This design comes from an exercise in tuning for small area, a short achievable clock period and few clock cycles on the open sky130 flow, not from production work. Power figures rest on the tool's default switching activity, not on a simulated workload.

==> job 4405: inputs <==
// Mips_Processor
module Mips_Processor (
    input             clk,
    input             rst,
    output     [15:0] mem_addr,
    output            mem_wr,
    output     [15:0] mem_wdata,
    input      [15:0] mem_rdata,
    output reg        wb_we,
    output reg [3:0]  wb_rd,
    output reg [15:0] wb_data
);
==> flow/config.mk <==
export PLATFORM = sky130hd
export DESIGN_NAME = Mips_Processor
export DESIGN_NICKNAME = Mips_Processor
export VERILOG_FILES = /design/flow/design.v
export SDC_FILE = /design/flow/constraint.sdc
export NUM_CORES = 4
export LEC_CHECK = 0
export CAP_MARGIN = 20
export CORE_MARGIN = 2
export CORE_UTILIZATION = 40
export PLACE_DENSITY = 0.6
export SLEW_MARGIN = 20
==> flow/constraint.sdc <==
create_clock -name core_clock -period 11.0 [get_ports {clk}]
set_input_delay 2.2000 -clock core_clock [delete_from_list [all_inputs] [get_ports {clk}]]
set_output_delay 2.2000 -clock core_clock [all_outputs]
set_load 0.01 [all_outputs]
standard.sh (not shown) runs the stock make flow with config.mk's settings and CLKGATE_MAP_FILE= SYNTH_SCRIPT=/design/flow/synth_recipe.tcl, a recipe that flattens the netlist after the stock synthesis.
==> flow/flow/run.sh <==
#!/bin/bash
# Standard layout with extra make settings: a tighter timing-repair target,
# and the settings listed on the make line below.
set -euo pipefail
bash standard.sh 'SETUP_SLACK_MARGIN=7' 'BUFFER_PORTS_ARGS=-buffer_cell sky130_fd_sc_hd__buf_4' finish > flow_make.log 2>&1
==> job 2304: changes against job 4405 <==
--- a/flow/design.v
+++ b/flow/design.v
@@ -57,11 +57,10 @@
     reg         d_ba, d_rd1, d_rd2, d_isbne, d_hl;
     reg         e_valid;
     reg  [3:0]  e_rd;
     reg  [15:0] e_v1, e_v2, e_imm;
     reg         e_fm1, e_fw1, e_fm2, e_fw2;
-    reg         e_fv1, e_fv2;    
     reg         e_fwd;           
     reg         e_ldr;           
     reg         e_sub, e_breg, e_s_and, e_s_shl, e_s_imm, e_cmp, e_mul, e_bne;
     reg         e_mem, e_sw, e_two, e_ld, e_addm, e_wr;
     reg         m_valid, m_port, m_wr, m_ph1, m_swi;
@@ -80,12 +79,12 @@
     assign mem_addr  = ({16{m_asel}} & m_res) | ({16{a_t}} & tgt) | ({16{a_p}} & pc);
     assign mem_wr    = m_wr;
     assign mem_wdata = m_s;
     wire [20:0] m_sum    = ks20({4'd0, m_addm ? m_s : 16'd0}, {4'd0, mem_rdata}, 1'b0);
     wire [15:0] m_result = (m_ld || m_addm) ? m_sum[15:0] : m_res;
-    wire [15:0] f1 = ({16{e_fm1}} & m_res) | ({16{e_fw1}} & wb_data) | ({16{e_fv1}} & e_v1);
-    wire [15:0] f2 = ({16{e_fm2}} & m_res) | ({16{e_fw2}} & wb_data) | ({16{e_fv2}} & e_v2);
+    wire [15:0] f1 = e_fm1 ? m_res : (e_fw1 ? wb_data : e_v1);
+    wire [15:0] f2 = e_fm2 ? m_res : (e_fw2 ? wb_data : e_v2);
     wire [15:0] e_b   = e_breg ? f2 : e_imm;
     wire [20:0] e_ks  = ks20({4'd0, f1}, {4'd0, e_sub ? ~e_b : e_b}, e_sub);
     wire [16:0] e_sum = {e_ks[16], e_ks[15:0]};
     wire        e_eq  = (f1 == f2);
     wire [15:0] e_shl = (e_imm[7:4] != 4'd0) ? 16'd0 : (f1 << e_imm[3:0]);
@@ -139,14 +138,10 @@
     wire m_wreal  = m_valid && m_wrr && real_rd(m_rd);
     wire load_use = e_valid && e_ldr && ((d_rd1 && d_r1 == e_rd) || (d_rd2 && d_r2 == e_rd));
     wire mul_busy = e_mulv || (mcnt != 3'd0);
     wire hilo_use = mul_busy && d_hl;
     wire stall_d  = load_use || hilo_use;
-    wire fm1_n = e_valid && e_fwd && (e_rd == d_r1);
-    wire fm2_n = e_valid && e_fwd && (e_rd == d_r2);
-    wire fw1_n = m_wreal && (m_rd == d_r1);
-    wire fw2_n = m_wreal && (m_rd == d_r2);
     wire d_adv    = d_valid && !freeze && !stall_d;
     wire d_bne    = d_valid && d_isbne;
     wire mis_e    = e_valid && e_bne && sr[3] && !freeze;
     wire mis_d    = d_bne && !e_cmpv && sr[3] && !freeze && !mis_e;
     wire [15:0] pcp2   = fa + 16'd2;
@@ -229,16 +224,12 @@
                 m_ph1   <= 1'b0;
                 m_res   <= mem_rdata;
                 m_wr    <= m_swi;
                 e_v1    <= f1;
                 e_v2    <= f2;
-                e_fm1   <= 1'b0;
-                e_fm2   <= 1'b0;
                 e_fw1   <= 1'b0;
                 e_fw2   <= 1'b0;
-                e_fv1   <= 1'b1;
-                e_fv2   <= 1'b1;
             end else begin
                 m_valid <= e_valid;
                 m_rd    <= e_rd;
                 m_res   <= e_res;
                 m_s     <= f2;
@@ -257,16 +248,14 @@
                 e_fwd   <= d_fwd;
                 e_ldr   <= is_load(d_op) && real_rd(d_ir[11:8]);
                 e_v1    <= d_bne ? pc : (d_ba ? d_ba_v : d_ra);    
                 e_v2    <= d_ba ? d_ra : d_rb;
                 e_imm   <= d_imm;
-                e_fm1   <= fm1_n;
-                e_fm2   <= fm2_n;
-                e_fw1   <= !fm1_n && fw1_n;
-                e_fw2   <= !fm2_n && fw2_n;
-                e_fv1   <= !fm1_n && !fw1_n;
-                e_fv2   <= !fm2_n && !fw2_n;
+                e_fm1   <= e_valid && e_fwd && (e_rd == d_r1);
+                e_fm2   <= e_valid && e_fwd && (e_rd == d_r2);
+                e_fw1   <= m_wreal && (m_rd == d_r1);
+                e_fw2   <= m_wreal && (m_rd == d_r2);
                 e_sub   <= (d_op == OP_SUB) || (d_op == OP_CMP);
                 e_breg  <= b_is_reg(d_op);
                 e_s_and <= (d_op == OP_AND);
                 e_s_shl <= (d_op == OP_SHL);
                 e_s_imm <= (d_op == OP_CLR) || (d_op == OP_LI);
- CORE_UTILIZATION: 40 -> 55
- PLACE_DENSITY: 0.6 -> 0.7
==> comparison table <==
Number of tap cells added at floorplan: job 2304 672; job 4405 940
Clock latency reported for the late side of the worst-skew pair: job 2304 610 ps; job 4405 640 ps
Total global routing track utilization: job 2304 41.3%; job 4405 31.0%
Met2 Resource Use GR: job 2304 61.3%; job 4405 49.8%
Layout-stage area growth over the synthesis result: job 2304 15.3%; job 4405 16.8%
Worst-case clock skew: job 2304 17.8 ps; job 4405 43.8 ps
Pre-antenna DRT Iters: job 2304 9; job 4405 7
Place WS: job 2304 6160 ps; job 4405 5850 ps
WP data arrival: job 2304 4440 ps; job 4405 1910 ps
Post-route worst hold slack: job 2304 423 ps; job 4405 423 ps
Worst-case reg-to-reg path depth: job 2304 10; job 4405 15
Row count: job 2304 82; job 4405 97
Starting DRT DRC Count: job 2304 4,251; job 4405 3,882
Result of the run: job 2304 complete, no violations; job 4405 complete, no violations
Largest driver fanout on the critical path: job 2304 4; job 4405 2
Effective utilization at floorplan: job 2304 55.7%; job 4405 40.3%
Core area: job 2304 50,200 um2; job 4405 70,000 um2
Area share of and/or/nand/nor cells after synthesis: job 2304 13.4%; job 4405 14.4%
Cell-internal power: job 2304 3.81 mW; job 4405 3.87 mW
No run of this note included a check of the RTL's function; only the layout flow was run.

[what the ideal ports hide]
Ports are ideal in the flow. The routed layouts listed here were re-timed in OpenROAD.
Step 1 sets driving cells, clkbuf_16 on the clock port and buf_2 on the other inputs (assumed; they add their load-dependent delay and slew).
Step 2 also shifts input and output timing later by t, the mid clock arrival at the registers, as if the neighbouring blocks saw the same clock.
Three values: ideal, step 1, step 2; two values: the first two.
run	t (ns)	slack for setup (ns)	slew at the worst register clock pin (ns)
job 4405	0.681	6.889 / 6.824 / 6.270	0.07 / 0.07
job 2304	0.661	6.908 / 6.871 / 6.259	0.07 / 0.07
After both steps every run listed still meets setup and hold. The setup slack of job 2304, which loses most, moves by -0.037 ns with the drivers and by -0.649 ns with both steps.
